Context: an optimization exercise on an open-source flow, tuned for small area and a short achievable clock period. The choices shown serve that exercise and are no tape-out recipe. RTL that was checked went through simulation tests only; none was proved equivalent to the original. Only the layout flow was run in run 6; the RTL was not checked for function there.

$ cat config.mk
export PLATFORM = sky130hd
export DESIGN_NAME = top_pip
export DESIGN_NICKNAME = top_pip
export VERILOG_FILES = /design/flow/design.v
export SDC_FILE = /design/flow/constraint.sdc
export NUM_CORES = 4
export LEC_CHECK = 0
export ABC_AREA = 1
export CAP_MARGIN = 20
export CORE_MARGIN = 2
export CORE_UTILIZATION = 40
export SETUP_SLACK_MARGIN = 1.6
export SLEW_MARGIN = 20
$ cat constraint.sdc
create_clock -name core_clock -period 5.5 [get_ports {clk}]
set_input_delay 1.1000 -clock core_clock [delete_from_list [all_inputs] [get_ports {clk}]]
set_output_delay 1.1000 -clock core_clock [all_outputs]
set_load 0.01 [all_outputs]
$ cat design.v
module top_pip(input [15:0] X,Y,
input [3:0] sn_1,
input clk,
input reset,
input [15:0] theta_in,
output reg [3:0] sn_op,
output reg [15:0] theta_op,
output reg [15:0] Xo,Yo);
wire [14:0] t = theta_in[14:0];
reg  [3:0]  s_c;
reg  [14:0] th_fin;
integer j;
always @* begin
    s_c = 4'd15;
    for (j = 1; j <= 13; j = j + 1)
        if (t[j]) s_c = 15 - j;
    if (t[14]) s_c = 4'd2;
end
always @* begin
    for (j = 0; j <= 12; j = j + 1)
        th_fin[j] = t[j] & ~(t[j+1] & ~|(t >> (j+2)));
    th_fin[13] = t[13];
    th_fin[14] = 1'b0;
    if (t[14]) th_fin = {3'b010, t[11:0]};
end
wire [3:0] s_1 = theta_in[15] ? 4'd15 : s_c;
wire [15:0] xo_w [1:10];
wire [15:0] yo_w [1:10];
rot1 r1 (.xn(X), .yn(Y), .i(sn_1), .xo(xo_w[1]), .yo(yo_w[1]));
reg [15:0] x2r, y2r;
reg [11:0] th2r;
reg [3:0]  i2r, c2r;    
always @(posedge clk) begin
    x2r <= xo_w[1]; y2r <= yo_w[1];
    th2r <= th_fin[11:0];
    i2r <= s_1;
    c2r <= s_c;
end
rot r2 (.xn(x2r), .yn(y2r), .i(i2r), .xo(xo_w[2]), .yo(yo_w[2]));
wire [11:0] th_w [2:10];
wire [3:0]  i_w  [2:10];
assign th_w[2] = th2r;
assign i_w[2]  = c2r;
genvar k;
generate
    for (k = 3; k <= 10; k = k + 1) begin : st
        reg [15:0] xr, yr;
        reg [11:0] thr;
        reg [3:0]  ir;
        always @(posedge clk) begin
            xr  <= xo_w[k-1];
            yr  <= yo_w[k-1];
            thr <= th_w[k-1];
            ir  <= i_w[k-1];
        end
        rot rk (.xn(xr), .yn(yr), .i(ir), .xo(xo_w[k]), .yo(yo_w[k]));
        assign th_w[k] = thr;
        assign i_w[k]  = ir;
    end
endgenerate
always @(posedge clk) begin
    if (reset) begin
        Xo <= 0;
        Yo <= 0;
        sn_op <= 0;
        theta_op <= 0;
    end else begin
        Xo <= xo_w[10];
        Yo <= yo_w[10];
        sn_op <= i_w[10];
        theta_op <= {2'b00, i_w[10] == 4'd2, i_w[10] == 4'd3, th_w[10]};
    end
end
endmodule
module shr16(input [15:0] a, input [3:0] s, output [15:0] y);
wire [15:0] l1 = s[0] ? {1'b0, a[15:1]}  : a;
wire [15:0] l2 = s[1] ? {2'b0, l1[15:2]} : l1;
wire [15:0] l4 = s[2] ? {4'b0, l2[15:4]} : l2;
assign y       = s[3] ? {8'b0, l4[15:8]} : l4;
endmodule
module add4(input [15:0] a, b, c, d, output [15:0] y);
wire [15:0] s1 = a ^ b ^ c;
wire [15:0] c1 = {(a[14:0] & b[14:0]) | (a[14:0] & c[14:0]) | (b[14:0] & c[14:0]), 1'b0};
wire [15:0] s2 = s1 ^ c1 ^ d;
wire [15:0] c2 = {(s1[14:0] & c1[14:0]) | (s1[14:0] & d[14:0]) | (c1[14:0] & d[14:0]), 1'b0};
assign y = s2 + c2;
endmodule
module rot1(input [15:0] xn, yn,
            input [3:0] i,
            output [15:0] xo, yo);
function [3:0] op2f(input [3:0] i);
    case (i)
        4'd0: op2f = 4'd2;   4'd1: op2f = 4'd5;   4'd2: op2f = 4'd8;   4'd3: op2f = 4'd11;
        4'd4: op2f = 4'd14;  4'd5: op2f = 4'd1;   4'd6: op2f = 4'd4;   4'd7: op2f = 4'd7;
        4'd8: op2f = 4'd10;  4'd9: op2f = 4'd13;  4'd10: op2f = 4'd0;  4'd11: op2f = 4'd3;
        4'd12: op2f = 4'd6;  4'd13: op2f = 4'd9;  4'd14: op2f = 4'd12; default: op2f = 4'd15;
    endcase
endfunction
wire [3:0] op2 = op2f(i);
wire [15:0] x1, y1, x2, y2, xi, yi;
assign x1 = {1'b0, xn[15:1]} >> {i[2:0], 1'b0};
assign y1 = {1'b0, yn[15:1]} >> {i[2:0], 1'b0};
shr16 sx2 (.a(xn), .s(op2), .y(x2));
shr16 sy2 (.a(yn), .s(op2), .y(y2));
shr16 sxi (.a(xn), .s(i),   .y(xi));
shr16 syi (.a(yn), .s(i),   .y(yi));
add4 ax (.a(xn), .b(x1), .c(y2), .d(yi), .y(xo));
add4 ay (.a(yn), .b(y1), .c(x2), .d(xi), .y(yo));
endmodule
module rot(input [15:0] xn, yn,
           input [3:0] i,
           output [15:0] xo, yo);
function [3:0] op2f(input [3:0] i);
    case (i)
        4'd0: op2f = 4'd2;   4'd1: op2f = 4'd5;   4'd2: op2f = 4'd8;   4'd3: op2f = 4'd11;
        4'd4: op2f = 4'd14;  4'd5: op2f = 4'd1;   4'd6: op2f = 4'd4;   4'd7: op2f = 4'd7;
        4'd8: op2f = 4'd10;  4'd9: op2f = 4'd13;  4'd10: op2f = 4'd0;  4'd11: op2f = 4'd3;
        4'd12: op2f = 4'd6;  4'd13: op2f = 4'd9;  4'd14: op2f = 4'd12; default: op2f = 4'd15;
    endcase
endfunction
wire [3:0] op2 = op2f(i);
wire [3:0] u = i - 4'd2;                        
wire [15:0] x1 = {1'b0, xn[15:1]} >> {i[2:0], 1'b0};
wire [15:0] y1 = {1'b0, yn[15:1]} >> {i[2:0], 1'b0};
wire [15:0] x2, y2, xi, yi;
shr16 sx2 (.a(xn), .s(op2), .y(x2));
shr16 sy2 (.a(yn), .s(op2), .y(y2));
shr16 sxi (.a({2'b0, xn[15:2]}), .s(u), .y(xi));
shr16 syi (.a({2'b0, yn[15:2]}), .s(u), .y(yi));
add4 ax (.a(xn), .b(x1), .c(y2), .d(yi), .y(xo));
add4 ay (.a(yn), .b(y1), .c(x2), .d(xi), .y(yo));
endmodule
$ cat flow/run.sh
#!/bin/bash
# The standard layout, with Yosys's generic synthesis run without its quick
# ABC pass (SYNTH_ARGS=-noabc): the full adders are then extracted from the
# unmapped logic and need no polarity-fixing inverters.  Everything else,
# including the final ABC mapping, is the standard flow.
set -euo pipefail
bash standard.sh SYNTH_ARGS=-noabc finish > orfs_make.log 2>&1
$ cat standard.sh
#!/bin/bash
# synth_recipe.tcl (not shown) runs the flow's synth.tcl, then flattens the netlist and writes it again
# the make line also repeats each setting of config.mk as NAME=value (left out here)
make -C /OpenROAD-flow-scripts/flow DESIGN_CONFIG=/design/flow/config.mk WORK_HOME=/design/flow/orfs CLKGATE_MAP_FILE= SYNTH_SCRIPT=/design/flow/synth_recipe.tcl "${@:-finish}"
==> out/qor.txt, run 1 <==
status - no timing/DRC/antenna violations
highest clock rate - 0.246 GHz
EDFF count, synth - 0
Post-Syn Instances - 8554
async set-reset flop share out of synthesis - 0
die area - 152000 um^2
Max Root-Sink Buffers - 3
Final min period - 4.06 ns
unrepaired setup endpoints after global routing - true
Setup CP Type - reg -> reg
CTS root buf - clkbuf_16
Slew Viols, Final - 0
NumNets Final - 9973
first-pass GRT wire length - 354000 um
Die Ht - 390 um
Crit path largest cell delay - 0.55 ns
Num CTS Buffers - 67
WP buf/inv - 3
cells taking the most area after synthesis - fa_1 20%, dfxtp_1 17%, nand2_1 15%
final setup vio count - 0
critical path endpoint category - flip-flop
clock slew at reported path FFs - 0.06 ns
Setup crit start kind - flip-flop
DRT Wirelength - 244000 um
post-synthesis sequential area ratio - 0.173
syn_area_per_cell - 6.97 um^2
worst r2r path cells - 21
antenna violations before repair - 3
number of iterations in the first detailed-routing pass - 9
H-tree depth - 3
gr usage total - 0.300
synthesized flop and latch total - 514
final weighted congestion in routability-driven placement - 0.972
max_cap viols - 0
largest net degree at the start of global routing - 72
Hold Path Depth - 0
Netlist cell types - 63
site row count - 141
Antenna Nets Post-Route - 0
port buffer count - 103
worst skew pair latency - 0.70 ns
Die Wd - 390 um
Slew HR - 0.366
crit-path cells - buf_12 -> clkinv_16 -> buf_12 -> a21oi_4 -> nand2_2 -> o21ai_2 -> nand2_1 -> o311ai_2 -> o21ai_2 -> fa_1 -> fa_1 -> ha_2 -> fa_2 -> nand3_2 -> nand2_4 -> nand4_1 -> nand3_2 -> nand2_1 -> nand2_1 -> a21oi_2 -> xor2_1
DP HPWL - 183000 um
Arrival @ worst endpoint - 4.68 ns
post-layout util - 0.533
CTS tree - done
DR vias - 63100
vias in the first global route - 58600
reg2reg end - st[4].yr[15]
clk sinks - 514
Synth-to-Final Area Change - 32.2%
Most used DFF post-synth - dfxtp_1
I/O pin total - 106
total of warnings raised by yosys - 3
Top delay family on crit path - adder cells
worst min-delay path category - reg -> reg
initial core utilization - 0.403
initial DRC count - 6467
GRT Residual Overflow - 0
peak fanout along the critical path - 8
Final Hold Fails - 0
Routed WL per cell - 22.2 um
DR DRC count - 0
via/cell ratio - 5.74
# hold bufs at CTS - 0
r2r setup slk - 1.44 ns
worst slew pin tran - 0.943 ns
Hold Path End - st[6].thr[9]
Final period util - 0.739
min-delay src - st[5].thr[9]
critical path's slowest cell - fa_1
top-area cell type share of the netlist area - 0.196
Crit path top cell by count - nand2_1
Fin Clk Skew - 0.0482 ns
r2r startpoint - st[3].rk.sx2.s[0]
largest area contributor in the netlist - fa_1
Synth Cell Area - 59600 um^2
share of layout cells above drive strength 1 - 0.265
data required time at the worst endpoint - 6.12 ns
Core Region - 148000 um^2
total negative slack - 0 ns
flip-flops by register name (all words and copies together) (netlist names), 25 cells and up:
signal       flops
st.thr          96
st.xr          128
st.ir           25
st.rk.sx2.s     31
st.yr          128
layout make-up:
class	count	area, um^2
clock inverter	38	484
antenna	1	2.50
multi-input combinational	6972	52600
clock buffer	84	1850
inverter	622	2640
sequential	514	10400
fill	14100	69100
timing repair inverter	20	191
timing repair buffer	813	8200
tap	1930	2410
Yosys cell counts (8+ instances only):
master and count:
buf_4 16, o311ai_0 28, o21ai_0 1065, nand4_1 14, o211ai_1 101, xor2_1 206
o221ai_1 62, a21oi_1 591, and2_1 8, a21o_1 34, o21a_1 36, o31ai_1 16
a31oi_1 55, o21ai_1 51, inv_2 22, a221o_1 22, o22ai_1 35, nor2_1 735
inv_1 571, clkbuf_1 268, clkinv_1 28, fa_1 582, a21boi_0 46, buf_2 106
nor2_2 9, xnor2_1 112, dfxtp_1 514, ha_1 327, or2_2 34, nand2_1 2331
mux2i_1 16, a22oi_1 19, nand3_1 354, nor3_1 18, buf_1 51
how the worst max path moves through the flow:
stage                           start      endpoint  slack [ns]  cells past startpoint
detailed placement            sn_1[1]       x2r[14]        0.09                     21
floorplan                     sn_1[2]       y2r[11]        1.21                     18
finish              st[3].rk.sx2.s[0]  st[4].yr[15]        1.44                     21
global route              st[5].ir[0]  st[6].yr[15]        1.27                     20
global placement              sn_1[1]       x2r[14]        0.05                     21
CTS                 st[3].rk.sx2.s[0]  st[4].xr[15]        1.48                     21
cells by family after synthesis:
logic type | share of synthesized area
DFF | 0.173
and+or+nand+nor | 0.234
AOI/OAI and AO/OA | 0.206
buffers and inverters | 0.0714
xor gates and xnor gates | 0.0480
muxes | 0.00269
other | 0.0000629
adders and majority gates | 0.264
timing repair:
item	CTS	global route
gates resized for setup	1220	1383
setup endpoints to repair	245	182
setup buffers	172	279
pin swaps	243	536
hold endpoints to repair	0	0
gates cloned	31	33
stage by stage:
stage / setup WS [ns] / area [um^2] / hold WS (ns) / instances
after detailed placement: 0.0888 / 63000 / 0.312 / 10400
final: 1.44 / 78800 / 0.325 / 11000
after global placement: 0.0527 / 63000 / 0.311 / 10400
after global routing: 1.27 / 78800 / 0.328 / 11000
after floorplan: 1.21 / 59900 / 0.310 / 8555
after CTS: 1.48 / 70900 / 0.325 / 10700
per-layer routing:
layer,track usage,up-vias,part of all wire
li1,-,29300,-
met1,0.425,30200,0.44
met2,0.460,3020,0.44
met3,0.0475,552,0.084
met4,0.105,2,0.039
met5,0,-,0.000053
placed cells by master (no fill, tap or decap), types with 76 or more instances in the layout:
cell type  netlist  layout
nand2_1       2331    2077
nor2_1         735     633
o21ai_0       1065     595
buf_4           16     523
fa_1           582     506
inv_1          571     483
dfxtp_1        514     465
a21oi_1        591     400
nand3_1        354     278
o21ai_2          4     260
o21ai_1         51     227
xor2_1         206     194
nand2_2          6     193
ha_1           327     150
a21oi_2          3     127
ha_4             0     126
xnor2_1        112     103
o211ai_1       101     101
clkbuf_16        0      94
nor2_2           9      84
fa_2             0      76
==> run 2, diff against run 1 <==
--- a/config.mk
+++ b/config.mk
@@ -11,3 +11,3 @@
 export CORE_UTILIZATION = 40
-export SETUP_SLACK_MARGIN = 1.6
+export SETUP_SLACK_MARGIN = 1.35
 export SLEW_MARGIN = 20
==> out/qor.txt, run 2 <==
post-synthesis sequential area ratio - 0.173 (unchanged)
Synth Cell Area - 59600 um^2 (unchanged)
Final Hold Fails - 0 (unchanged)
cell with the most instances after synthesis - nand2_1
DP HPWL - 177000 um (-3.1%)
gr usage total - 0.282 (-0.0176)
Top Registers - st.xr: 128 flops, st.yr: 128 flops, st.thr: 96 flops
synthesized flop and latch total - 514 (unchanged)
final weighted congestion in routability-driven placement - 0.972 (unchanged)
total negative slack - 0 ns (unchanged)
Final period util - 0.756 (+0.0170)
worst slew pin tran - 0.860 ns (-0.0825 ns)
Die Ht - 390 um (unchanged)
initial DRC count - 6857 (+6.0%)
port buffer count - 103 (unchanged)
DR vias - 60900 (-3.5%)
GRT Residual Overflow - 0 (unchanged)
Slew HR - 0.426 (+0.0602)
antenna violations before repair - 8 (+5)
Place WS - -0.00436 ns (-0.0931 ns)
status - no timing/DRC/antenna violations
largest area contributor in the netlist - fa_1
DRT Wirelength - 227000 um (-6.7%)
initial core utilization - 0.403 (unchanged)
Setup CP Type - reg -> reg
via/cell ratio - 5.71 (-0.59%)
placed inst area - 62800 um^2 (-0.34%)
Core Region - 148000 um^2 (unchanged)
most frequent cells in the layout - 2220 x nand2_1, 732 x o21ai_0, 693 x nor2_1
final setup vio count - 0 (unchanged)
first-pass GRT wire length - 336000 um (-5.1%)
worst skew pair latency - 0.69 ns (about the same)
WHS - 0.302 ns (-0.0229 ns)
CTS tree - done
Fin Clk Skew - 0.0231 ns (-0.0251 ns)
Crit path largest cell delay - 0.60 ns (+0.05 ns)
Post-Syn Instances - 8554 (unchanged)
Most used DFF post-synth - dfxtp_1
clk sinks - 514 (unchanged)
worst min-delay path category - reg -> reg
top-area cell type share of the netlist area - 0.196 (unchanged)
vias in the first global route - 56000 (-4.4%)
die area - 152000 um^2 (unchanged)
commonest non-fill, non-tap cell in the layout - nand2_1
unrepaired setup endpoints after global routing - true
site row count - 141 (unchanged)
Max Root-Sink Buffers - 3 (unchanged)
crit-path cells - inv_8 -> clkbuf_16 -> buf_4 -> a21oi_4 -> nand2_1 -> o21ai_2 -> nand2_1 -> o311ai_2 -> o21ai_2 -> fa_1 -> fa_1 -> ha_2 -> fa_1 -> nand3_1 -> nand2_2 -> nand4_1 -> nand3_2 -> nand2_1 -> nand2_1 -> a21oi_2 -> xor2_1
share of layout cells above drive strength 1 - 0.153 (-0.113)
Top Layer Used - met5
Arrival @ worst endpoint - 4.78 ns (+0.10 ns)
number of iterations in the first detailed-routing pass - 9 (unchanged)
Setup crit start kind - flip-flop
max_cap viols - 0 (unchanged)
syn_area_per_cell - 6.97 um^2 (unchanged)
Netlist cell types - 63 (unchanged)
largest net degree at the start of global routing - 71 (-1.4%)
async set-reset flop share out of synthesis - 0 (unchanged)
EDFF count, synth - 0 (unchanged)
H-tree depth - 2 (-1)
Routed met3 length - 22600 um (+9.6%)
Synth-to-Final Area Change - 19.3%
Crit path top cell by count - nand2_1
Final min period - 4.16 ns (+0.0933 ns)
worst setup margin - 1.34 ns (-0.0933 ns)
cells taking the most area after synthesis - fa_1 20%, dfxtp_1 17%, nand2_1 15%
total of warnings raised by yosys - 3 (unchanged)
critical path endpoint category - flip-flop
met2 wire length - 96200 um (-11%)
critical path's slowest cell - fa_1
I/O pin total - 106 (unchanged)
clock slew at reported path FFs - 0.06 ns (about the same)
data required time at the worst endpoint - 6.12 ns (about the same)
Post-synth top cells - 2331 x nand2_1, 1065 x o21ai_0, 735 x nor2_1
NumNets Final - 9656 (-3.2%)
peak fanout along the critical path - 8 (unchanged)
Antenna Nets Post-Route - 0 (unchanged)
CTS root buf - clkbuf_16
Die Wd - 390 um (unchanged)
finished layout cell area - 71100 um^2 (-9.8%)
Routed WL per cell - 21.3 um (-3.9%)
Num CTS Buffers - 61 (-9.0%)
post-route met1 wirelength - 102000 um (-3.8%)
DR DRC count - 0 (unchanged)
Slew Viols, Final - 0 (unchanged)
highest clock rate - 0.241 GHz (-2.2%)
==> run 2: cell types whose count changed in the layout (fill, tap and decap cells not counted), sizes merged, moves of 4 or more <==
| cell | before | now |
|---|---|---|
| clkbuf | 115 | 101 |
| dlygate4sd2 | 22 | 13 |
| clkinvlp | 48 | 43 |
| dlymetal6s2s | 1 | 16 |
| buf | 687 | 378 |
| clkdlybuf4s50 | 67 | 71 |
==> run 2: worst paths after layout <==
path	startpoint	to	slack, ns	depth (start not counted)
hold / removal	st[9].thr[9]	st[10].thr[9]	0.30	0
setup reg to reg	st[3].rk.sx2.s[0]	st[4].yr[15]	1.34	21
setup / recovery	st[3].rk.sx2.s[0]	st[4].yr[15]	1.34	21
hold reg to reg	st[9].thr[9]	st[10].thr[9]	0.30	0
==> run 2: stage by stage <==
stage / instances / util
final: 10700 / 0.481
after CTS: 10500 / 0.451
after detailed placement: 10300 / 0.425
after floorplan: 8555 / -
after global routing: 10700 / 0.481
after global placement: 10300 / 0.425
==> run 2: cells by family (layout without fill, tap and decap cells) <==
| group | Yosys count | in the layout | synth area share |
|---|---|---|---|
| XOR/XNOR | 322 | 322 | 0.0480 |
| AND/OR/NAND/NOR | 3528 | 3528 | 0.234 |
| buffers and inverters | 1069 | 1253 | 0.0714 |
| AO/OA/AOI/OAI | 2195 | 2195 | 0.206 |
| flip-flops | 514 | 514 | 0.173 |
| other | 1 | 3 | 0.0000629 |
| multiplexers | 16 | 16 | 0.00269 |
| adder cells (fa/ha/maj) | 909 | 909 | 0.264 |
==> run 2: metal layers <==
layer / up-vias / global-route usage
met1: 28900 / 0.417
met5: - / 0
met3: 414 / 0.0565
met4: 8 / 0.0685
li1: 28600 / -
met2: 2976 / 0.418
==> run 2: repair_timing <==
action	in CTS	in global routing
pin swaps	46	226
buffers inserted	46	128
resized for setup	483	897
endpoints found under the setup margin	188	144
hold buffers	0	0
gates cloned	11	34
==> run 2: critical path, delay by kind of cell, from the launching register on <==
kind / cells / cell delay [ns]
and+or+nand+nor: 8 / 0.76
buffers and inverters: 3 / 0.39
xor gates and xnor gates: 1 / 0.15
AOI/OAI and AO/OA: 5 / 0.56
adders and majority gates: 4 / 1.72
DFF: 1 / 0.48
==> run 2: final cells by class <==
cell class                      instances  area, um^2
Timing Repair inverter                 21         151
Inverter                              622        2550
Tap cell                             1930        2410
Clock inverter                         30         420
Fill cell                           14800       76800
Timing Repair Buffer                  501        5050
Antenna cell                            1        2.50
Multi-Input combinational cell       6972       48400
Sequential cell                       514       10400
Clock buffer                           79        1730
==> run 3, diff against run 2 <==
--- a/config.mk
+++ b/config.mk
@@ -11,3 +11,2 @@
 export CORE_UTILIZATION = 40
-export SETUP_SLACK_MARGIN = 1.35
 export SLEW_MARGIN = 20
==> out/qor.txt, run 3 <==
largest net degree at the start of global routing - 54 (-24%)
met2 Usage GRT - 0.437 (+0.0198)
Routed WL per cell - 21.4 um (+0.37%)
DP HPWL - 185000 um (+4.4%)
gr usage total - 0.292 (+0.00952)
GRT met3 Usage - 0.0498 (-0.00671)
crit-path cells - inv_1 -> nor2_1 -> inv_1 -> o21ai_0 -> fa_1 -> fa_1 -> ha_1 -> nand2_1 -> o21ai_0 -> a21oi_1 -> o21ai_0 -> nand2_1 -> o21bai_1 -> xor2_1
Synth Cell Area - 59600 um^2 (unchanged)
Final min period - 4.89 ns (+0.736 ns)
Slew Viols, Final - 0 (unchanged)
antenna violations before repair - 9 (+1)
number of iterations in the first detailed-routing pass - 8 (-1)
top-area cell type share of the netlist area - 0.196 (unchanged)
worst slew pin tran - 1.04 ns (+0.176 ns)
CTS tree - done
data required time at the worst endpoint - 6.10 ns (-0.02 ns)
Crit path largest cell delay - 0.78 ns (+0.18 ns)
Top Registers - st.xr: 128 flops, st.yr: 128 flops, st.thr: 96 flops
commonest non-fill, non-tap cell in the layout - nand2_1
I/O pin total - 106 (unchanged)
total of warnings raised by yosys - 3 (unchanged)
max_cap viols - 0 (unchanged)
async set-reset flop share out of synthesis - 0 (unchanged)
Layout fillers - 15400 (+4.0%)
via/cell ratio - 5.60 (-1.8%)
DR vias - 59000 (-3.1%)
Num CTS Buffers - 68 (+11%)
critical path's slowest cell - nor2_1
H-tree depth - 3 (+1)
DP Cell Count - 10400 (+0.62%)
Fin Clk Skew - 0.0419 ns (+0.0188 ns)
post-CTS setup repair buffer count - 0 (-100%)
post-synthesis sequential area ratio - 0.173 (unchanged)
Final period util - 0.890 (+0.134)
unrepaired setup endpoints after global routing - false
Arrival @ worst endpoint - 5.50 ns (+0.72 ns)
worst min-delay path category - reg -> reg
CTS root buf - clkbuf_16
highest clock rate - 0.204 GHz (-15%)
first-pass GRT wire length - 343000 um (+2.0%)
Setup CP Type - reg -> reg
DR DRC count - 0 (unchanged)
met1 global-route usage - 0.430 (+0.0126)
Non-Filler Instances - 10500 (-1.3%)
Post-CTS Resized - 0 (-100%)
Post-Syn Instances - 8554 (unchanged)
Die Wd - 390 um (unchanged)
Crit path top cell by count - o21ai_0
DRT Wirelength - 225000 um (-0.96%)
clock slew at reported path FFs - 0.07 ns (about the same)
Final Hold Fails - 0 (unchanged)
Setup crit start kind - flip-flop
clk sinks - 514 (unchanged)
post-layout util - 0.442 (-0.0382)
initial DRC count - 6317 (-7.9%)
Max Root-Sink Buffers - 3 (unchanged)
largest area contributor in the netlist - fa_1
Most Crowded Layer GR - met2
cell with the most instances after synthesis - nand2_1
port buffer count - 103 (unchanged)
Most used DFF post-synth - dfxtp_1
Antenna Nets Post-Route - 0 (unchanged)
worst skew pair latency - 0.69 ns (about the same)
EDFF count, synth - 0 (unchanged)
Slew HR - 0.302 (-0.124)
die area - 152000 um^2 (unchanged)
syn_area_per_cell - 6.97 um^2 (unchanged)
peak fanout along the critical path - 10 (+2)
site row count - 141 (unchanged)
Netlist cell types - 63 (unchanged)
Core Region - 148000 um^2 (unchanged)
share of layout cells above drive strength 1 - 0.0547 (-0.0982)
Die Ht - 390 um (unchanged)
NumNets Final - 9508 (-1.5%)
cells taking the most area after synthesis - fa_1 20%, dfxtp_1 17%, nand2_1 15%
# hold bufs at CTS - 0 (unchanged)
initial core utilization - 0.403 (unchanged)
final setup vio count - 0 (unchanged)
most frequent cells in the layout - 2331 x nand2_1, 1065 x o21ai_0, 735 x nor2_1
status - no timing/DRC/antenna violations
Post-synth top cells - 2331 x nand2_1, 1065 x o21ai_0, 735 x nor2_1
synthesized flop and latch total - 514 (unchanged)
vias in the first global route - 56000 (+0.025%)
critical path endpoint category - flip-flop
GRT Residual Overflow - 0 (unchanged)
total negative slack - 0 ns (unchanged)
Synth-to-Final Area Change - 9.77%
final weighted congestion in routability-driven placement - 0.964 (-0.89%)
[run 3: cell count changes in the layout (fill, tap and decap cells not counted), moves of 46 or more]
cell / delta
o21ai_0: +333
o21ai_1: -189
o21ai_2: -136
a21oi_1: +114
nand2_1: +111
nand2_2: -95
ha_1: +86
a21oi_2: -78
buf_4: -46
[run 3: layout make-up]
type,instances,area (um^2),area share
multi-input combinational,6972,45000,0.689
sequential,514,10300,0.157
timing repair buffer,367,3080,0.0471
tap,1930,2410,0.0369
inverter,622,2340,0.0357
clock buffer,86,1890,0.0289
clock inverter,37,350,0.00536
antenna,1,2.50,0.0000383
[run 3: kinds of logic after synthesis]
| kind of cell | Yosys count | synth area share |
|---|---|---|
| simple gates | 3528 | 0.234 |
| compound gates | 2195 | 0.206 |
| buf+inv | 1069 | 0.0714 |
| fa+ha+maj | 909 | 0.264 |
| flops | 514 | 0.173 |
| xor+xnor | 322 | 0.0480 |
| mux | 16 | 0.00269 |
| other cells | 1 | 0.0000629 |
[run 3: path summary, 6_finish.rpt]
check	slack, ns	startpoint	endpoint	cells after the start
worst max-delay path	0.61	st[3].ir[1]	st[4].xr[14]	14
worst min-delay path	0.32	st[9].thr[8]	st[10].thr[8]	0
worst max register to register	0.61	st[3].ir[1]	st[4].xr[14]	14
worst min register to register	0.32	st[9].thr[8]	st[10].thr[8]	0
[run 3: critical path: cells and delay by family (launching register included)]
family	cells	cell delay, ns
flip-flops	1	0.55
buffers and inverters	2	0.58
AND/OR/NAND/NOR	3	0.96
XOR/XNOR	1	0.21
AO/OA/AOI/OAI	5	1.16
adder cells (fa/ha/maj)	3	1.39
[run 3: layer usage]
layer,share of wire,vias up
met5,0.00025,-
met4,0.026,8
met3,0.082,314
met2,0.43,2390
met1,0.47,28000
li1,-,28300
[run 3: per-stage QoR]
stage          instance area [um^2]  setup slack (ns)  hold slack (ns)
2_1_floorplan                 59600             0.826            0.310
3_3_place_gp                  63200             0.156            0.310
3_5_place_dp                  63200             0.168            0.312
4_1_cts                       65400             0.680            0.324
5_1_grt                       65400             0.256            0.325
6_report                      65400             0.606            0.324
==> run 4, diff against run 3 <==
--- a/config.mk
+++ b/config.mk
@@ -11,2 +11,3 @@
 export CORE_UTILIZATION = 40
+export SETUP_SLACK_MARGIN = 1.0
 export SLEW_MARGIN = 20
==> out/qor.txt, run 4 <==
DRT Wirelength - 223000 um (-1.2%)
Synth-to-Final Area Change - 12.8%
Num CTS Buffers - 71 (+4.4%)
critical path endpoint category - flip-flop
initial DRC count - 6750 (+6.9%)
placed inst area - 63000 um^2 (-0.32%)
Final min period - 4.36 ns (-0.529 ns)
# diodes - 0 (-1)
DR vias - 59700 (+1.3%)
max_cap viols - 0 (unchanged)
GRT Residual Overflow - 0 (unchanged)
data required time at the worst endpoint - 6.05 ns (-0.05 ns)
WHS - 0.316 ns (-0.00792 ns)
final weighted congestion in routability-driven placement - 0.967 (+0.33%)
Top Registers - st.xr: 128 flops, st.yr: 128 flops, st.thr: 96 flops
cells taking the most area after synthesis - fa_1 20%, dfxtp_1 17%, nand2_1 15%
highest clock rate - 0.229 GHz (+12%)
site row count - 141 (unchanged)
worst setup margin - 1.14 ns (+0.529 ns)
Non-Filler Instances - 10600 (+0.35%)
share of layout cells above drive strength 1 - 0.0812 (+0.0265)
initial core utilization - 0.403 (unchanged)
first-pass GRT wire length - 335000 um (-2.4%)
unrepaired setup endpoints after global routing - true
largest net degree at the start of global routing - 54 (unchanged)
Post-synth top cells - 2331 x nand2_1, 1065 x o21ai_0, 735 x nor2_1
worst min-delay path category - reg -> reg
Synth Cell Area - 59600 um^2 (unchanged)
status - no timing/DRC/antenna violations
port buffer count - 103 (unchanged)
Die Ht - 390 um (unchanged)
peak fanout along the critical path - 11 (+1)
finished layout cell area - 67200 um^2 (+2.8%)
antenna violations before repair - 8 (-1)
EDFF count, synth - 0 (unchanged)
vias in the first global route - 56000 (-0.061%)
die area - 152000 um^2 (unchanged)
Netlist cell types - 63 (unchanged)
number of iterations in the first detailed-routing pass - 8 (unchanged)
largest area contributor in the netlist - fa_1
Max Root-Sink Buffers - 3 (unchanged)
clock slew at reported path FFs - 0.06 ns (about the same)
Most used DFF post-synth - dfxtp_1
synthesized flop and latch total - 514 (unchanged)
Layout fillers - 15200 (-1.4%)
Setup crit start kind - flip-flop
Setup CP Type - reg -> reg
Fin Clk Skew - 0.0477 ns (+0.00582 ns)
DR DRC count - 0 (unchanged)
Post-Syn Instances - 8554 (unchanged)
top-area cell type share of the netlist area - 0.196 (unchanged)
I/O pin total - 106 (unchanged)
via/cell ratio - 5.65 (+0.90%)
worst skew pair latency - 0.70 ns (about the same)
gr usage total - 0.282 (-0.00952)
Arrival @ worst endpoint - 4.92 ns (-0.58 ns)
total of warnings raised by yosys - 3 (unchanged)
Final period util - 0.794 (-0.0963)
DP HPWL - 178000 um (-3.6%)
clk sinks - 514 (unchanged)
most frequent cells in the layout - 2307 x nand2_1, 953 x o21ai_0, 724 x nor2_1
Routed WL per cell - 21.1 um (-1.5%)
final setup vio count - 0 (unchanged)
async set-reset flop share out of synthesis - 0 (unchanged)
Final Hold Fails - 0 (unchanged)
Slew Viols, Final - 0 (unchanged)
Antenna Nets Post-Route - 0 (unchanged)
syn_area_per_cell - 6.97 um^2 (unchanged)
DP Cell Count - 10400 (-0.30%)
Die Wd - 390 um (unchanged)
Slew HR - 0.412 (+0.110)
post-synthesis sequential area ratio - 0.173 (unchanged)
commonest non-fill, non-tap cell in the layout - nand2_1
Core Region - 148000 um^2 (unchanged)
Place WS - -0.0632 ns (-0.231 ns)
NumNets Final - 9545 (+0.39%)
H-tree depth - 3 (unchanged)
CTS tree - done
cell with the most instances after synthesis - nand2_1
CTS root buf - clkbuf_16
worst slew pin tran - 0.874 ns (-0.163 ns)
## run 4: cells by family after synthesis
| family | Yosys count | synth area share |
|---|---|---|
| simple gates | 3528 | 0.234 |
| compound gates | 2195 | 0.206 |
| buf+inv | 1069 | 0.0714 |
| fa+ha+maj | 909 | 0.264 |
| flops | 514 | 0.173 |
| xor+xnor | 322 | 0.0480 |
| mux | 16 | 0.00269 |
| other cells | 1 | 0.0000629 |
## run 4: final timing paths
path,startpoint,to,slack (ns),cells after the start
max,r2.sx2.s[0],st[3].xr[11],1.14,18
max reg2reg,r2.sx2.s[0],st[3].xr[11],1.14,18
min reg2reg,st[3].thr[11],st[4].thr[11],0.32,0
min,st[3].thr[11],st[4].thr[11],0.32,0
## run 4: metrics by stage
step	utilization	TNS (ns)
6_report	0.455	0
5_1_grt	0.455	0
3_5_place_dp	0.426	-0.0907
2_1_floorplan	-	0
4_1_cts	0.445	0
3_3_place_gp	0.426	-0.00193
## run 4: layout make-up
| class | count | area [um^2] | area share |
|---|---|---|---|
| timing repair buffer | 391 | 3690 | 0.0548 |
| clock buffer | 94 | 2000 | 0.0297 |
| clock inverter | 33 | 455 | 0.00678 |
| timing repair inverter | 10 | 63.8 | 0.000949 |
| multi-input combinational | 6972 | 45800 | 0.681 |
| sequential | 514 | 10300 | 0.154 |
| tap | 1930 | 2410 | 0.0359 |
| inverter | 622 | 2480 | 0.0370 |
## run 4: repair_timing
| item | 4_1_cts | 5_1_grt |
|---|---|---|
| setup endpoints to repair | 78 | 118 |
| cloned | 4 | 15 |
| endpoints found under the hold margin | 0 | 0 |
| gates resized for setup | 74 | 383 |
| pin swaps | 1 | 22 |
| hold buffers | 0 | 0 |
| buffers inserted | 13 | 33 |
## run 4: per-layer routing
| layer | wire [um] | GRT usage | share of wire | vias up |
|---|---|---|---|---|
| met3 | 21900 | 0.0580 | 0.098 | 391 |
| met5 | 48 | 0 | 0.00022 | - |
| li1 | - | - | - | 28400 |
| met4 | 6260 | 0.0774 | 0.028 | 8 |
| met1 | 101000 | 0.415 | 0.45 | 28100 |
| met2 | 93400 | 0.415 | 0.42 | 2845 |
## run 4: worst max-delay path, stage by stage, from the launching register on
cell and delay [ns]:
dfxtp_2 0.43, clkinvlp_4 0.30, nand2_1 0.13, o21ai_1 0.15, mux2i_1 0.25, nand2_1 0.14
nand2_1 0.18, o21ai_0 0.14, fa_1 0.45, fa_1 0.45, ha_1 0.26, fa_1 0.46
nand3_1 0.10, nand2_1 0.13, a31oi_1 0.24, o21ai_0 0.16, nand2_1 0.09, nand2_1 0.06
xor2_1 0.14
==> run 5, diff against run 4 <==
--- a/config.mk
+++ b/config.mk
@@ -11,3 +11,3 @@
 export CORE_UTILIZATION = 40
-export SETUP_SLACK_MARGIN = 1.0
+export SETUP_SLACK_MARGIN = 1.2
 export SLEW_MARGIN = 20
==> out/qor.txt, run 5 <==
Final min period - 4.17 ns (-0.198 ns)
Multi-input gate area - 46900 um^2 (+2.5%)
worst r2r path cells - 16 (-2)
critical path endpoint category - flip-flop
total negative slack - 0 ns (unchanged)
Slew HR - 0.354 (-0.0578)
Synth Area in Compound Gates - 0.206 (unchanged)
first-pass GRT wire length - 341000 um (+2.0%)
Num CTS Buffers - 61 (-14%)
Synth Area in XOR/XNOR - 0.0480 (unchanged)
synthesized flop and latch total - 514 (unchanged)
number of iterations in the first detailed-routing pass - 6 (-2)
share of layout cells above drive strength 1 - 0.113 (+0.0323)
GRT Residual Overflow - 0 (unchanged)
final weighted congestion in routability-driven placement - 0.959 (-0.76%)
placed inst area - 63100 um^2 (+0.15%)
peak fanout along the critical path - 24 (+13)
Final Hold Fails - 0 (unchanged)
Setup crit start kind - flip-flop
Most used DFF post-synth - dfxtp_1
Die Wd - 390 um (unchanged)
H-tree depth - 2 (-1)
syn_area_per_cell - 6.97 um^2 (unchanged)
post-route met1 wirelength - 105000 um (+4.2%)
combinational family with the most area after synthesis - adder cells
Synth-to-Final Area Change - 15.3%
final setup vio count - 0 (unchanged)
Fin Clk Skew - 0.0450 ns (-0.00274 ns)
sequential cell area - 10300 um^2 (+0.17%)
site row count - 141 (unchanged)
Core Region - 148000 um^2 (unchanged)
Top Registers - st.xr: 128 flops, st.yr: 128 flops, st.thr: 96 flops
NumNets Final - 9588 (+0.45%)
unrepaired setup endpoints after global routing - true
max_cap viols - 0 (unchanged)
top-area cell type share of the netlist area - 0.196 (unchanged)
Die Ht - 390 um (unchanged)
r2r startpoint - st[3].rk.sx2.s[1]
Synth Area in Simple Gates - 0.234 (unchanged)
data required time at the worst endpoint - 6.04 ns (about the same)
antenna violations before repair - 5 (-3)
CTS root buf - clkbuf_16
Slew Viols, Final - 0 (unchanged)
worst slew pin tran - 0.968 ns (+0.0937 ns)
clock slew at reported path FFs - 0.06 ns (about the same)
port buffer count - 103 (unchanged)
Routed WL per cell - 21.5 um (+1.9%)
via/cell ratio - 5.63 (-0.34%)
status - no timing/DRC/antenna violations
CTS tree - done
Max Root-Sink Buffers - 3 (unchanged)
Final period util - 0.758 (-0.0361)
I/O pin total - 106 (unchanged)
largest net degree at the start of global routing - 45 (-17%)
total of warnings raised by yosys - 3 (unchanged)
post-synthesis sequential area ratio - 0.173 (unchanged)
most frequent cells in the layout - 2267 x nand2_1, 823 x o21ai_0, 710 x nor2_1
DR DRC count - 0 (unchanged)
Hold Path End - st[8].thr[8]
gr usage total - 0.288 (+0.00561)
Layout fillers - 15200 (-0.013%)
Post-Syn Instances - 8554 (unchanged)
cell with the most instances after synthesis - nand2_1
DR vias - 59800 (+0.062%)
DRT Wirelength - 228000 um (+2.3%)
Adder-Cell Fraction of Synth Area - 0.264 (unchanged)
r2r setup slk - 1.33 ns (+0.20 ns)
finished layout cell area - 68700 um^2 (+2.2%)
reg2reg end - st[4].xr[13]
min-delay src - st[7].thr[8]
highest clock rate - 0.240 GHz (+4.8%)
Synth Cell Area - 59600 um^2 (unchanged)
Hold Path Depth - 0 (unchanged)
Routed met3 length - 18400 um (-16%)
Arrival @ worst endpoint - 4.71 ns (-0.21 ns)
async set-reset flop share out of synthesis - 0 (unchanged)
Top Layer Used - met4
Antenna Nets Post-Route - 0 (unchanged)
mux cell area share after synthesis - 0.00269 (unchanged)
cells taking the most area after synthesis - fa_1 20%, dfxtp_1 17%, nand2_1 15%
Netlist cell types - 63 (unchanged)
largest area contributor in the netlist - fa_1
initial core utilization - 0.403 (unchanged)
EDFF count, synth - 0 (unchanged)
Setup CP Type - reg -> reg
worst skew pair latency - 0.70 ns (about the same)
initial DRC count - 6152 (-8.9%)
clk sinks - 514 (unchanged)
worst min-delay path category - reg -> reg
vias in the first global route - 56100 (+0.19%)
DP HPWL - 182000 um (+2.1%)
met2 wire length - 98500 um (+5.4%)
Post-synth top cells - 2331 x nand2_1, 1065 x o21ai_0, 735 x nor2_1
commonest non-fill, non-tap cell in the layout - nand2_1
die area - 152000 um^2 (unchanged)
==> run 5: cells by family after synthesis <==
group	count (synthesis)
AO/OA/AOI/OAI	2195
buffers and inverters	1069
other	1
adder cells (fa/ha/maj)	909
multiplexers	16
AND/OR/NAND/NOR	3528
XOR/XNOR	322
flip-flops	514
==> run 5: how the worst max path moves through the flow <==
stage / startpoint / to / slack [ns] / depth (start not counted)
2_1_floorplan: sn_1[2] / y2r[11] / 1.17 / 18
3_3_place_gp: sn_1[1] / y2r[15] / 0.17 / 17
3_5_place_dp: sn_1[1] / y2r[15] / 0.21 / 17
4_1_cts: st[3].rk.sx2.s[0] / st[4].xr[15] / 1.17 / 21
5_1_grt: st[10].rk.sx2.s[0] / Yo[13] / 1.14 / 22
6_report: st[3].rk.sx2.s[1] / st[4].xr[13] / 1.33 / 16
==> run 5: routing by layer <==
metal / vias to the layer above / track usage
li1: 28500 / -
met1: 28400 / 0.424
met2: 2524 / 0.437
met3: 342 / 0.0456
met4: 0 / 0.0686
met5: - / 0
==> run 5: timing repair <==
action,CTS,global route
endpoints found under the setup margin,122,135
hold buffers,0,0
buffers inserted,11,77
cloned,6,19
resized for setup,215,671
pin swaps,7,81
endpoints found under the hold margin,0,0
==> run 5: final cells by class <==
type	count	area share
Antenna cell	4	0.000146
Multi-Input combinational cell	6972	0.683
Timing Repair Buffer	441	0.0612
Timing Repair inverter	13	0.00135
Clock inverter	39	0.00745
Clock buffer	74	0.0244
Tap cell	1930	0.0351
Sequential cell	514	0.151
Inverter	622	0.0368
==> run 5: critical path, cell delays in order, from the launching register on <==
cell	delay (ns)
dfxtp_1	0.45
buf_4	0.35
a21oi_1	0.07
a221o_1	0.37
o21ai_0	0.09
nand2_1	0.08
o21ai_2	0.07
fa_1	0.47
fa_1	0.47
ha_2	0.22
fa_1	0.45
nand3_1	0.10
nand3_2	0.12
nand3_1	0.11
nand4_1	0.11
buf_4	0.16
xor2_1	0.31
==> run 5: stage by stage <==
| stage | utilization | hold WS [ns] | cells | setup slack (ns) |
|---|---|---|---|---|
| final | 0.465 | 0.299 | 10600 | 1.33 |
| after global placement | 0.427 | 0.309 | 10400 | 0.169 |
| after global routing | 0.465 | 0.296 | 10600 | 1.14 |
| after detailed placement | 0.427 | 0.312 | 10400 | 0.212 |
| after floorplan | - | 0.310 | 8555 | 1.17 |
| after CTS | 0.446 | 0.291 | 10500 | 1.17 |
==> run 6, diff against run 5 <==
--- a/design.v
+++ b/design.v
@@ -32,2 +32,3 @@
 reg [3:0]  i2r, c2r;    
+reg [3:0]  n2r, d2r;    
 always @(posedge clk) begin
@@ -37,8 +38,12 @@
     c2r <= s_c;
+    n2r <= ~s_1;
+    d2r <= ~s_c;
 end
-rot r2 (.xn(x2r), .yn(y2r), .i(i2r), .xo(xo_w[2]), .yo(yo_w[2]));
+rot r2 (.xn(x2r), .yn(y2r), .i(i2r), .i_n(n2r), .xo(xo_w[2]), .yo(yo_w[2]));
 wire [11:0] th_w [2:10];
 wire [3:0]  i_w  [2:10];
+wire [3:0]  n_w  [2:10];
 assign th_w[2] = th2r;
 assign i_w[2]  = c2r;
+assign n_w[2]  = d2r;
 genvar k;
@@ -48,3 +53,3 @@
         reg [11:0] thr;
-        reg [3:0]  ir;
+        reg [3:0]  ir, nr;
         always @(posedge clk) begin
@@ -54,6 +59,8 @@
             ir  <= i_w[k-1];
+            nr  <= n_w[k-1];
         end
-        rot rk (.xn(xr), .yn(yr), .i(ir), .xo(xo_w[k]), .yo(yo_w[k]));
+        rot rk (.xn(xr), .yn(yr), .i(ir), .i_n(nr), .xo(xo_w[k]), .yo(yo_w[k]));
         assign th_w[k] = thr;
         assign i_w[k]  = ir;
+        assign n_w[k]  = nr;
     end
@@ -110,3 +117,3 @@
 module rot(input [15:0] xn, yn,
-           input [3:0] i,
+           input [3:0] i, i_n,
            output [15:0] xo, yo);
@@ -120,11 +127,14 @@
 endfunction
-wire [3:0] op2 = op2f(i);
-wire [3:0] u = i - 4'd2;                        
+wire [3:0] ib  = ~i_n;
+wire [3:0] ua  = i - 4'd2;                        
+wire [3:0] ub  = ib - 4'd2;
+wire [3:0] pa  = op2f(i);
+wire [3:0] pb  = op2f(ib);
 wire [15:0] x1 = {1'b0, xn[15:1]} >> {i[2:0], 1'b0};
-wire [15:0] y1 = {1'b0, yn[15:1]} >> {i[2:0], 1'b0};
+wire [15:0] y1 = {1'b0, yn[15:1]} >> {ib[2:0], 1'b0};
 wire [15:0] x2, y2, xi, yi;
-shr16 sx2 (.a(xn), .s(op2), .y(x2));
-shr16 sy2 (.a(yn), .s(op2), .y(y2));
-shr16 sxi (.a({2'b0, xn[15:2]}), .s(u), .y(xi));
-shr16 syi (.a({2'b0, yn[15:2]}), .s(u), .y(yi));
+shr16 sy2 (.a(yn), .s(pa), .y(y2));
+shr16 syi (.a({2'b0, yn[15:2]}), .s(ua), .y(yi));
+shr16 sx2 (.a(xn), .s(pb), .y(x2));
+shr16 sxi (.a({2'b0, xn[15:2]}), .s(ub), .y(xi));
 add4 ax (.a(xn), .b(x1), .c(y2), .d(yi), .y(xo));
==> out/qor.txt, run 6 <==
port buffer count - 103 (unchanged)
GRT Residual Overflow - 0 (unchanged)
final weighted congestion in routability-driven placement - 0.974 (+1.5%)
r2r startpoint - st[9].nr[0]
worst min-delay path category - reg -> reg
clk sinks - 553 (+7.6%)
largest area contributor in the netlist - fa_1
cells taking the most area after synthesis - fa_1 19%, dfxtp_1 18%, nand2_1 13%
Synth Cell Area - 62800 um^2 (+5.4%)
Arrival @ worst endpoint - 4.82 ns (+0.11 ns)
CTS root buf - clkbuf_16
vias in the first global route - 58500 (+4.2%)
# diodes - 0 (-4)
NumNets Final - 10100 (+5.3%)
async set-reset flop share out of synthesis - 0 (unchanged)
Num CTS Buffers - 70 (+15%)
site row count - 145 (+2.8%)
worst skew pair latency - 0.71 ns (about the same)
peak fanout along the critical path - 15 (-38%)
CTS tree - done
Routed met3 length - 14700 um (-20%)
Slew HR - 0.317 (-0.0373)
total negative slack - 0 ns (unchanged)
Most used DFF post-synth - dfxtp_1
Die Ht - 400 um (+2.7%)
post-synthesis sequential area ratio - 0.176 (+0.00350)
WHS - 0.303 ns (+0.00404 ns)
Post-Syn Instances - 9015 (+5.4%)
met2 wire length - 98600 um (+0.10%)
first-pass GRT wire length - 337000 um (-1.1%)
Adder-Cell Fraction of Synth Area - 0.254 (-0.0101)
Synth-to-Final Area Change - 14.2%
max_cap viols - 0 (unchanged)
CP startpoint - st[9].nr[0]
cell with the most instances after synthesis - nand2_1
Die Wd - 400 um (+2.7%)
H-tree depth - 3 (+1)
Routed WL per cell - 19.6 um (-8.7%)
combinational family with the most area after synthesis - adder cells
number of iterations in the first detailed-routing pass - 9 (+3)
EDFF count, synth - 0 (unchanged)
DR DRC count - 0 (unchanged)
die area - 160000 um^2 (+5.4%)
commonest non-fill, non-tap cell in the layout - nand2_1
final setup vio count - 0 (unchanged)
DR vias - 62200 (+4.1%)
Synth Area in XOR/XNOR - 0.0496 (+0.00160)
Final Hold Fails - 0 (unchanged)
Synth Area in Simple Gates - 0.217 (-0.0178)
Final period util - 0.762 (+0.00451)
Slew Viols, Final - 0 (unchanged)
Top Registers - st.xr: 128 flops, st.yr: 128 flops, st.thr: 96 flops
Netlist cell types - 68 (+7.9%)
data required time at the worst endpoint - 6.13 ns (+0.09 ns)
Top Layer Used - met5
largest net degree at the start of global routing - 35 (-22%)
DRT Wirelength - 220000 um (-3.3%)
initial DRC count - 6118 (-0.55%)
clock slew at reported path FFs - 0.06 ns (about the same)
share of layout cells above drive strength 1 - 0.103 (-0.0104)
Setup crit start kind - flip-flop
antenna violations before repair - 3 (-2)
worst slew pin tran - 1.02 ns (+0.0476 ns)
Max Root-Sink Buffers - 3 (unchanged)
total of warnings raised by yosys - 3 (unchanged)
Antenna Nets Post-Route - 0 (unchanged)
Post-synth top cells - 2245 x nand2_1, 1474 x o21ai_0, 836 x nor2_1
mux cell area share after synthesis - 0.00271 (+0.0000204)
Synth Area in Compound Gates - 0.227 (+0.0202)
post-route met1 wirelength - 101000 um (-4.0%)
DP HPWL - 179000 um (-1.4%)
highest clock rate - 0.239 GHz (-0.59%)
post-layout util - 0.460 (-0.00500)
status - no timing/DRC/antenna violations
min-delay src - d2r[1]
Setup CP Type - reg -> reg
via/cell ratio - 5.54 (-1.6%)
gr usage total - 0.263 (-0.0247)
initial core utilization - 0.403 (about the same)
syn_area_per_cell - 6.97 um^2 (about the same)
synthesized flop and latch total - 553 (+7.6%)
Core Region - 156000 um^2 (+5.5%)
unrepaired setup endpoints after global routing - true
most frequent cells in the layout - 2228 x nand2_1, 1175 x o21ai_0, 827 x nor2_1
critical path endpoint category - flip-flop
Final min period - 4.19 ns (+0.0248 ns)
Fin Clk Skew - 0.0582 ns (+0.0132 ns)
top-area cell type share of the netlist area - 0.185 (-0.0101)
I/O pin total - 106 (unchanged)
[run 6: final timing paths]
path / slack, ns / to / depth (start not counted)
worst min-delay path: 0.30 / st[3].nr[1] / 0
worst max-delay path: 1.31 / st[10].yr[15] / 17
worst min register to register: 0.30 / st[3].nr[1] / 0
worst max register to register: 1.31 / st[10].yr[15] / 17
[run 6: cell type report]
cell class	instances	area [um^2]
clock buffers	81	1870
clock inverters	45	654
fillers	15900	84300
inverters	768	3050
multi-input cells	7302	48500
flip-flops and latches	553	11300
well taps	2058	2570
repair buffers	412	3740
repair inverters	11	72.6
[run 6: cell families after synthesis]
family / Yosys count
AND/OR/NAND/NOR: 3467
AO/OA/AOI/OAI: 2544
buffers and inverters: 1165
adder cells (fa/ha/maj): 927
flip-flops: 553
XOR/XNOR: 341
multiplexers: 17
other: 1
[run 6: repair_timing]
action,CTS,global route
cloned,6,16
setup endpoints to repair,167,142
setup buffers,23,83
pin swaps,12,69
resized for setup,338,536
hold buffers,0,0
endpoints found under the hold margin,0,0
[run 6: routing by layer]
metal,up-vias,track usage
met5,-,0
met4,4,0.0736
met3,362,0.0339
met2,2387,0.418
met1,29300,0.374
li1,30200,-
[run 6: through the flow]
| step | cells | instance area (um^2) | setup slack [ns] |
|---|---|---|---|
| 6_report | 11200 | 71700 | 1.31 |
| 5_1_grt | 11200 | 71700 | 1.14 |
| 4_1_cts | 11100 | 69700 | 1.13 |
| 3_5_place_dp | 11000 | 66300 | 0.120 |
| 3_3_place_gp | 11000 | 66300 | 0.146 |
| 2_1_floorplan | 9016 | 63000 | 1.10 |
[run 6: critical path, cell delays in order (launching register included)]
cell and delay (ns):
dfxtp_4 0.39, buf_12 0.16, o21ai_0 0.53, inv_1 0.19, nand2_1 0.10, o21ai_0 0.09, nand2_1 0.11, nand3_1 0.09
o21ai_0 0.14, fa_1 0.49, fa_1 0.47, ha_1 0.36, a21oi_1 0.17, nand2_2 0.11, a21boi_2 0.19, buf_4 0.14
o211a_1 0.18, xor2_2 0.18

static timing again, ports no longer ideal:
In the flow no input, the clock included, has a driving cell. The finished layouts below were timed again as built, in two steps. Step 1 sets driving cells, clkbuf_16 on the clock port and buf_2 on the other inputs (assumed; they add their load-dependent delay and slew). Step 2 adds t to the input delays and takes it off the output delays; t is the mean of the earliest and latest rising clock arrival at the registers after step 1. Input paths then give back, and output paths get back, about the clock's delay inside the block. a / b / c = no drivers / after step 1 / after step 2; a / b = the first two.
run | shift t [ns] | setup slack, ns | worst register clock-pin slew, ns | worst slew at a driven data input, ns
run 1 | 0.752 | 1.435 / 1.435 / 0.784 | 0.07 / 0.07 | 0.31
run 2 | 0.758 | 1.342 / 1.342 / 0.617 | 0.06 / 0.06 | 0.22
run 3 | 0.736 | 0.606 / 0.606 / 0.111 | 0.07 / 0.07 | 0.34
run 4 | 0.756 | 1.135 / 1.135 / 0.449 | 0.07 / 0.07 | 0.05
run 5 | 0.753 | 1.334 / 1.334 / 0.629 | 0.07 / 0.07 | 0.21
run 6 | 0.760 | 1.309 / 1.309 / 0.620 | 0.07 / 0.07 | 0.08
After both steps every run listed still meets setup and hold. For run 2, which loses most, drivers alone change the setup slack by 0.000 ns; drivers and shift together by -0.725 ns.
